From an optimization exercise on the open Yosys and OpenROAD flow, aimed at small area and a short achievable clock period; shortcuts taken in it are not production practice.
In this exercise RTL edits were held to simulation tests only and were not proved equivalent to the original.
Power is estimated from default activity; no workload was simulated.

==> v25 <==
==> flow/design.v <==
`timescale 1us / 1ps
module ARTAU(
    input radar_echo,
    input scan_for_target,
    input [31:0] jet_speed,
    input [31:0] max_safe_distance,
    input RST,
    input CLK,
    output radar_pulse_trigger,
    output [31:0] distance_to_target,
    output reg threat_detected,
    output reg [1:0] ARTAU_state
);
reg [4:0] k;          
reg [4:0] k1;         
reg [4:0] k2;         
reg [4:0] kd;         
reg have_prev;
assign radar_pulse_trigger = (ARTAU_state == 2'b01);
assign distance_to_target = kd * 32'd15000000;
wire [5:0] dk = {1'b0, k1} - {1'b0, k2};
wire closing = ~dk[5] & (dk[4:0] != 0);
wire [31:0] lim1 = dk[4:0] * 32'd15000000;
wire [31:0] lim2 = dk[4:0] * 32'd7500000;
wire ahead = (k < 5'd10) ? 1'b1 :
             (k < 5'd20) ? (jet_speed < lim1) : (jet_speed < lim2);
wire [31:0] d2 = k2 * 32'd15000000;
wire threat_next = closing & ahead & (d2 < max_safe_distance);
always @(posedge CLK or posedge RST) begin
    if (RST) begin
        ARTAU_state <= 2'b00;
        threat_detected <= 0;
        kd <= 0;
        k <= 0;
        have_prev <= 0;
    end else begin
        case (ARTAU_state)
            2'b00:
                if (scan_for_target)
                    ARTAU_state <= 2'b01;
            2'b01:
                if (k < 5'd3) begin
                    k <= k + 1'b1;
                end else begin
                    k <= 0;
                    ARTAU_state <= 2'b10;
                end
            2'b10:
                if (k < 5'd20) begin
                    if (radar_echo) begin
                        k <= 0;
                        if (have_prev) begin
                            ARTAU_state <= 2'b11;
                        end else begin
                            have_prev <= 1;
                            ARTAU_state <= 2'b01;
                        end
                    end else begin
                        k <= k + 1'b1;
                    end
                end else begin
                    ARTAU_state <= 2'b00;
                    kd <= 0;
                    threat_detected <= 0;
                    k <= 0;
                    have_prev <= 0;
                end
            2'b11:
                if (k < 5'd30) begin
                    kd <= k2;
                    threat_detected <= threat_next;
                    if (scan_for_target) begin
                        k <= 0;
                        ARTAU_state <= 2'b01;
                    end else begin
                        k <= k + 1'b1;
                    end
                end else begin
                    ARTAU_state <= 2'b00;
                    kd <= 0;
                    threat_detected <= 0;
                    k <= 0;
                    have_prev <= 0;
                end
        endcase
    end
end
always @(posedge CLK) begin
    if (ARTAU_state == 2'b10 && k < 5'd20 && radar_echo) begin
        k1 <= k2;
        k2 <= k;
    end
end
endmodule
module ECSU(
    input CLK,
    input RST,
    input thunderstorm,
    input [5:0] wind,
    input [1:0] visibility,
    input signed [7:0] temperature,
    output reg severe_weather,
    output reg emergency_landing_alert,
    output reg [1:0] ECSU_state
);
    parameter ALL_CLEAR = 2'b00;
    parameter CAUTION = 2'b01;
    parameter HIGH_ALERT = 2'b10;
    parameter EMERGENCY = 2'b11;
    reg [1:0] current_state, next_state;
    always @(posedge CLK or posedge RST) begin
        if (RST) begin
            current_state <= ALL_CLEAR;
        end else begin
            current_state <= next_state;
        end
    end
    always @(*) begin
        severe_weather = (current_state == HIGH_ALERT) || (current_state == EMERGENCY);
        emergency_landing_alert = (current_state == EMERGENCY);
        ECSU_state = current_state;
    end
    always @(*) begin
        next_state = current_state;
        case (current_state)
            ALL_CLEAR: begin
                if (wind >= 11 && wind <= 15)  
                    next_state = CAUTION;
                else if (visibility == 2'b01)  
                    next_state = CAUTION;
                else if (thunderstorm || wind > 15 || temperature > 35 || temperature < -35 || visibility == 2'b11) begin
                    next_state = HIGH_ALERT;
                end
            end
            CAUTION: begin
                if (wind <= 10 && visibility == 2'b00)  
                    next_state = ALL_CLEAR;
                else if (thunderstorm || wind > 15 || temperature > 35 || temperature < -35 || visibility == 2'b11) begin
                    next_state = HIGH_ALERT;
                end
            end
            HIGH_ALERT: begin
                if (temperature < -40 || temperature > 40 || wind > 20) begin
                    next_state = EMERGENCY;
                end else if (!thunderstorm && wind <= 10 && temperature >= -35 && temperature <= 35 && visibility != 2'b11) begin
                    next_state = CAUTION;
                end
            end
            EMERGENCY: begin
            end
        endcase
    end
endmodule
`timescale 1us / 1ps
module ICMS(
    input CLK,
    input RST,
    input radar_echo,
    input scan_for_target,
    input [31:0] jet_speed,
    input [31:0] max_safe_distance,
    input [5:0] wind,
    input thunderstorm,
    input [1:0] visibility,
    input signed [7:0] temperature,
    output radar_pulse_trigger,
    output [31:0] distance_to_target,
    output safe_to_engage,
    output threat_detected,
    output emergency_landing_alert,
    output [1:0] ECSU_state,  
    output [1:0] ARTAU_state
);
   wire severe_weather;
   ARTAU artau_inst (
       .radar_echo(radar_echo),
       .scan_for_target(scan_for_target),
       .jet_speed(jet_speed),
       .max_safe_distance(max_safe_distance),
       .RST(RST),
       .CLK(CLK),
       .radar_pulse_trigger(radar_pulse_trigger),
       .distance_to_target(distance_to_target),
       .threat_detected(threat_detected),
       .ARTAU_state(ARTAU_state)
   );
   ECSU ecsu_inst (
       .CLK(CLK),
       .RST(RST),
       .thunderstorm(thunderstorm),
       .wind(wind),
       .visibility(visibility),
       .temperature(temperature),
       .severe_weather(severe_weather),
       .emergency_landing_alert(emergency_landing_alert),
       .ECSU_state(ECSU_state)
   );
   assign safe_to_engage = (threat_detected) && (!severe_weather);
endmodule
==> flow/run.sh <==
#!/bin/bash
# synth_recipe.tcl (not shown) runs the flow's synth.tcl, then flattens the netlist and writes it again
# the make line also repeats each setting of config.mk as NAME=value (left out here)
make -C /OpenROAD-flow-scripts/flow DESIGN_CONFIG=/design/flow/config.mk WORK_HOME=/design/flow/orfs CLKGATE_MAP_FILE= SYNTH_SCRIPT=/design/flow/synth_recipe.tcl finish
==> flow/config.mk <==
export PLATFORM = sky130hd
export DESIGN_NAME = ICMS
export DESIGN_NICKNAME = ICMS
export VERILOG_FILES = /design/flow/design.v
export SDC_FILE = /design/flow/constraint.sdc
export NUM_CORES = 4
export LEC_CHECK = 0
export CAP_MARGIN = 20
export CORE_MARGIN = 2
export CORE_UTILIZATION = 40
export SLEW_MARGIN = 20
==> flow/constraint.sdc <==
create_clock -name core_clock -period 30.0 [get_ports {CLK}]
set_input_delay 6.0000 -clock core_clock [delete_from_list [all_inputs] [get_ports {CLK}]]
set_output_delay 6.0000 -clock core_clock [all_outputs]
set_load 0.01 [all_outputs]
==> inputs of v29, as changes to v25 <==
==> flow/design.v, changed modules only <==
module ARTAU(
    input radar_echo,
    input scan_for_target,
    input [31:0] jet_speed,
    input [31:0] max_safe_distance,
    input RST,
    input CLK,
    output radar_pulse_trigger,
    output [31:0] distance_to_target,
    output reg threat_detected,
    output reg [1:0] ARTAU_state
);
reg [4:0] k;          
reg [4:0] k1;         
reg [4:0] k2;         
reg [4:0] kd;         
reg have_prev;
function [31:0] half_mm;
    input [5:0] n;
    integer i;
    begin
        half_mm = 32'd0;
        for (i = 1; i <= 38; i = i + 1)
            half_mm = half_mm | ({32{n == i}} & (32'd7500000 * i));
    end
endfunction
function less;
    input [31:0] a;
    input [31:0] b;
    integer i;
    begin
        less = 1'b0;
        for (i = 0; i < 32; i = i + 1)
            less = (~a[i] & b[i]) | (~a[i] & less) | (b[i] & less);
    end
endfunction
function [4:0] inc;
    input [4:0] a;
    inc = a ^ {&a[3:0], &a[2:0], &a[1:0], a[0], 1'b1};
endfunction
function [5:0] sub;
    input [5:0] a;
    input [5:0] b;
    integer i;
    reg c;
    begin
        c = 1'b0;
        for (i = 0; i < 6; i = i + 1) begin
            sub[i] = a[i] ^ b[i] ^ c;
            c = (~a[i] & (b[i] | c)) | (b[i] & c);
        end
    end
endfunction
assign radar_pulse_trigger = (ARTAU_state == 2'b01);
assign distance_to_target = half_mm({kd, 1'b0});
wire [5:0] dk = sub({1'b0, k1}, {1'b0, k2});
wire closing = ~dk[5] & (dk[4:0] != 0);
wire lt3 = ~|k[4:2] & ~&k[1:0];
wire lt10 = ~k[4] & ~(k[3] & (k[2] | k[1]));
wire lt20 = ~k[4] | ~(k[3] | k[2]);
wire lt30 = ~&k[4:1];
wire m2 = ~lt20;
wire [31:0] lim = half_mm(m2 ? {1'b0, dk[4:0]} : {dk[4:0], 1'b0});
wire ahead = lt10 | less(jet_speed, lim);
wire threat_next = closing & ahead & less(half_mm({k2, 1'b0}), max_safe_distance);
always @(posedge CLK or posedge RST) begin
    if (RST) begin
        ARTAU_state <= 2'b00;
        threat_detected <= 0;
        kd <= 0;
        k <= 0;
        have_prev <= 0;
    end else begin
        case (ARTAU_state)
            2'b00:
                if (scan_for_target)
                    ARTAU_state <= 2'b01;
            2'b01:
                if (lt3) begin
                    k <= inc(k);
                end else begin
                    k <= 0;
                    ARTAU_state <= 2'b10;
                end
            2'b10:
                if (lt20) begin
                    if (radar_echo) begin
                        k <= 0;
                        if (have_prev) begin
                            ARTAU_state <= 2'b11;
                        end else begin
                            have_prev <= 1;
                            ARTAU_state <= 2'b01;
                        end
                    end else begin
                        k <= inc(k);
                    end
                end else begin
                    ARTAU_state <= 2'b00;
                    kd <= 0;
                    threat_detected <= 0;
                    k <= 0;
                    have_prev <= 0;
                end
            2'b11:
                if (lt30) begin
                    kd <= k2;
                    threat_detected <= threat_next;
                    if (scan_for_target) begin
                        k <= 0;
                        ARTAU_state <= 2'b01;
                    end else begin
                        k <= inc(k);
                    end
                end else begin
                    ARTAU_state <= 2'b00;
                    kd <= 0;
                    threat_detected <= 0;
                    k <= 0;
                    have_prev <= 0;
                end
        endcase
    end
end
always @(posedge CLK) begin
    if (ARTAU_state == 2'b10 && lt20 && radar_echo) begin
        k1 <= k2;
        k2 <= k;
    end
end
endmodule
ABC_AREA = 1   (was unset)
==> inputs of v35, as changes to v25 <==
==> flow/design.v, changed modules only <==
module ARTAU(
    input radar_echo,
    input scan_for_target,
    input [31:0] jet_speed,
    input [31:0] max_safe_distance,
    input RST,
    input CLK,
    output radar_pulse_trigger,
    output [31:0] distance_to_target,
    output reg threat_detected,
    output reg [1:0] ARTAU_state
);
reg [4:0] k;          
reg [4:0] k1;         
reg [4:0] k2;         
reg [4:0] kd;         
reg have_prev;
function [31:0] half_mm;
    input [5:0] n;
    integer i;
    begin
        half_mm = 32'd0;
        for (i = 1; i <= 38; i = i + 1)
            half_mm = half_mm | ({32{n == i}} & (32'd7500000 * i));
    end
endfunction
function less;
    input [31:0] a;
    input [31:0] b;
    integer i;
    begin
        less = 1'b0;
        for (i = 0; i < 32; i = i + 1)
            less = (~a[i] & b[i]) | (~a[i] & less) | (b[i] & less);
    end
endfunction
function [4:0] inc;
    input [4:0] a;
    inc = a ^ {&a[3:0], &a[2:0], &a[1:0], a[0], 1'b1};
endfunction
function [5:0] sub;
    input [5:0] a;
    input [5:0] b;
    integer i;
    reg c;
    begin
        c = 1'b0;
        for (i = 0; i < 6; i = i + 1) begin
            sub[i] = a[i] ^ b[i] ^ c;
            c = (~a[i] & (b[i] | c)) | (b[i] & c);
        end
    end
endfunction
assign radar_pulse_trigger = (ARTAU_state == 2'b01);
assign distance_to_target = half_mm({kd, 1'b0});
wire [5:0] dk = sub({1'b0, k1}, {1'b0, k2});
wire closing = ~dk[5] & (dk[4:0] != 0);
wire lt3 = ~|k[4:2] & ~&k[1:0];
wire lt10 = ~k[4] & ~(k[3] & (k[2] | k[1]));
wire lt20 = ~k[4] | ~(k[3] | k[2]);
wire lt30 = ~&k[4:1];
wire m2 = ~lt20;
wire [31:0] lim = half_mm(m2 ? {1'b0, dk[4:0]} : {dk[4:0], 1'b0});
wire ahead = lt10 | less(jet_speed, lim);
wire threat_next = closing & ahead & less(half_mm({k2, 1'b0}), max_safe_distance);
always @(posedge CLK or posedge RST) begin
    if (RST) begin
        ARTAU_state <= 2'b00;
        threat_detected <= 0;
        kd <= 0;
        k <= 0;
        have_prev <= 0;
    end else begin
        case (ARTAU_state)
            2'b00:
                if (scan_for_target)
                    ARTAU_state <= 2'b01;
            2'b01:
                if (lt3) begin
                    k <= inc(k);
                end else begin
                    k <= 0;
                    ARTAU_state <= 2'b10;
                end
            2'b10:
                if (lt20) begin
                    if (radar_echo) begin
                        k <= 0;
                        if (have_prev) begin
                            ARTAU_state <= 2'b11;
                        end else begin
                            have_prev <= 1;
                            ARTAU_state <= 2'b01;
                        end
                    end else begin
                        k <= inc(k);
                    end
                end else begin
                    ARTAU_state <= 2'b00;
                    kd <= 0;
                    threat_detected <= 0;
                    k <= 0;
                    have_prev <= 0;
                end
            2'b11:
                if (lt30) begin
                    kd <= k2;
                    threat_detected <= threat_next;
                    if (scan_for_target) begin
                        k <= 0;
                        ARTAU_state <= 2'b01;
                    end else begin
                        k <= inc(k);
                    end
                end else begin
                    ARTAU_state <= 2'b00;
                    kd <= 0;
                    threat_detected <= 0;
                    k <= 0;
                    have_prev <= 0;
                end
        endcase
    end
end
always @(posedge CLK) begin
    if (ARTAU_state == 2'b10 && lt20 && radar_echo) begin
        k1 <= k2;
        k2 <= k;
    end
end
endmodule
==> comparison table <==
quantity                                                                                          v35                      v25                       v29
Run status                                                                    complete, no violations  complete, no violations   complete, no violations
Number of nets in the layout                                                                      928                     1243                       986
Fin crit share                                                                                  28.4%                    36.4%                     28.2%
Power spent charging and discharging nets                                                    0.215 mW                 0.432 mW                  0.240 mW
PD cells                                                                                 68.8 mW/mm^2              103 mW/mm^2              81.0 mW/mm^2
Worst hold slack after final layout                                                            542 ps                   515 ps                    478 ps
Share of final-layout standard cells stronger than drive strength 1                             5.29%                    3.00%                     6.63%
Sequential cell area share                                                                      11.0%                    8.38%                     12.4%
Clock tree skew after final layout                                                            3.48 ps                  2.81 ps                   3.45 ps
Met2 routed wirelength                                                                        8.46 mm                  7.92 mm                   7.43 mm
Portion of total power attributed to the clock network                                           9.0%                     4.5%                      6.2%
Sequential share of power                                                                       18.1%                     7.4%                     13.1%
Gate Count Post-Synth                                                                             783                      867                       785
Total track usage                                                                               23.6%                    18.0%                     24.8%
Later-pin clock latency in the skew report                                                     270 ps                   260 ps                    270 ps
Portion of netlist area occupied by mux cells                                                   1.15%                   0.287%                        0%
Proportion of cell area occupied by multi-input gates                                           63.8%                    69.6%                     53.6%
Post-layout instance count excluding filler cells                                                1008                     1191                      1030
Shortest period the worst path allows                                                         8530 ps                 10920 ps                   8470 ps
Gp weighted congestion                                                                          0.912                    0.874                      1.03
Most common cell after layout, fill and taps aside                   sky130_fd_sc_hd__clkdlybuf4s50_1    sky130_fd_sc_hd__ha_1  sky130_fd_sc_hd__nand2_1
Area enclosed by the die boundary                                                         0.0142 mm^2              0.0185 mm^2               0.0119 mm^2
Critical path class                                                                        reg -> out               reg -> out                 in -> reg

==> re-timing with driven ports <==
In the flow no input, the clock included, has a driving cell. The finished layouts below were timed again as built, in two steps. Step 1, drivers: a clkbuf_16 drives CLK and a buf_2 each remaining input, both assumed. Step 2 moves the port delays by t, midway between the first and last clock arrival at a register: inputs arrive t later, outputs are due t later. That takes back most of the time a late clock gives input paths. Three values: ideal, step 1, step 2; two values: the first two.
run	t (ns)	slack for setup (ns)	worst setup path after step 2
v25	0.289	19.079 / 19.046 / 19.336	register to output
v29	0.289	21.533 / 21.518 / 21.242	input to register
v35	0.297	21.472 / 21.441 / 21.509	input to register
After both steps setup and hold are still met in every run listed. The setup slack of v29, which loses most, moves by -0.015 ns with the drivers and by -0.291 ns with both steps.
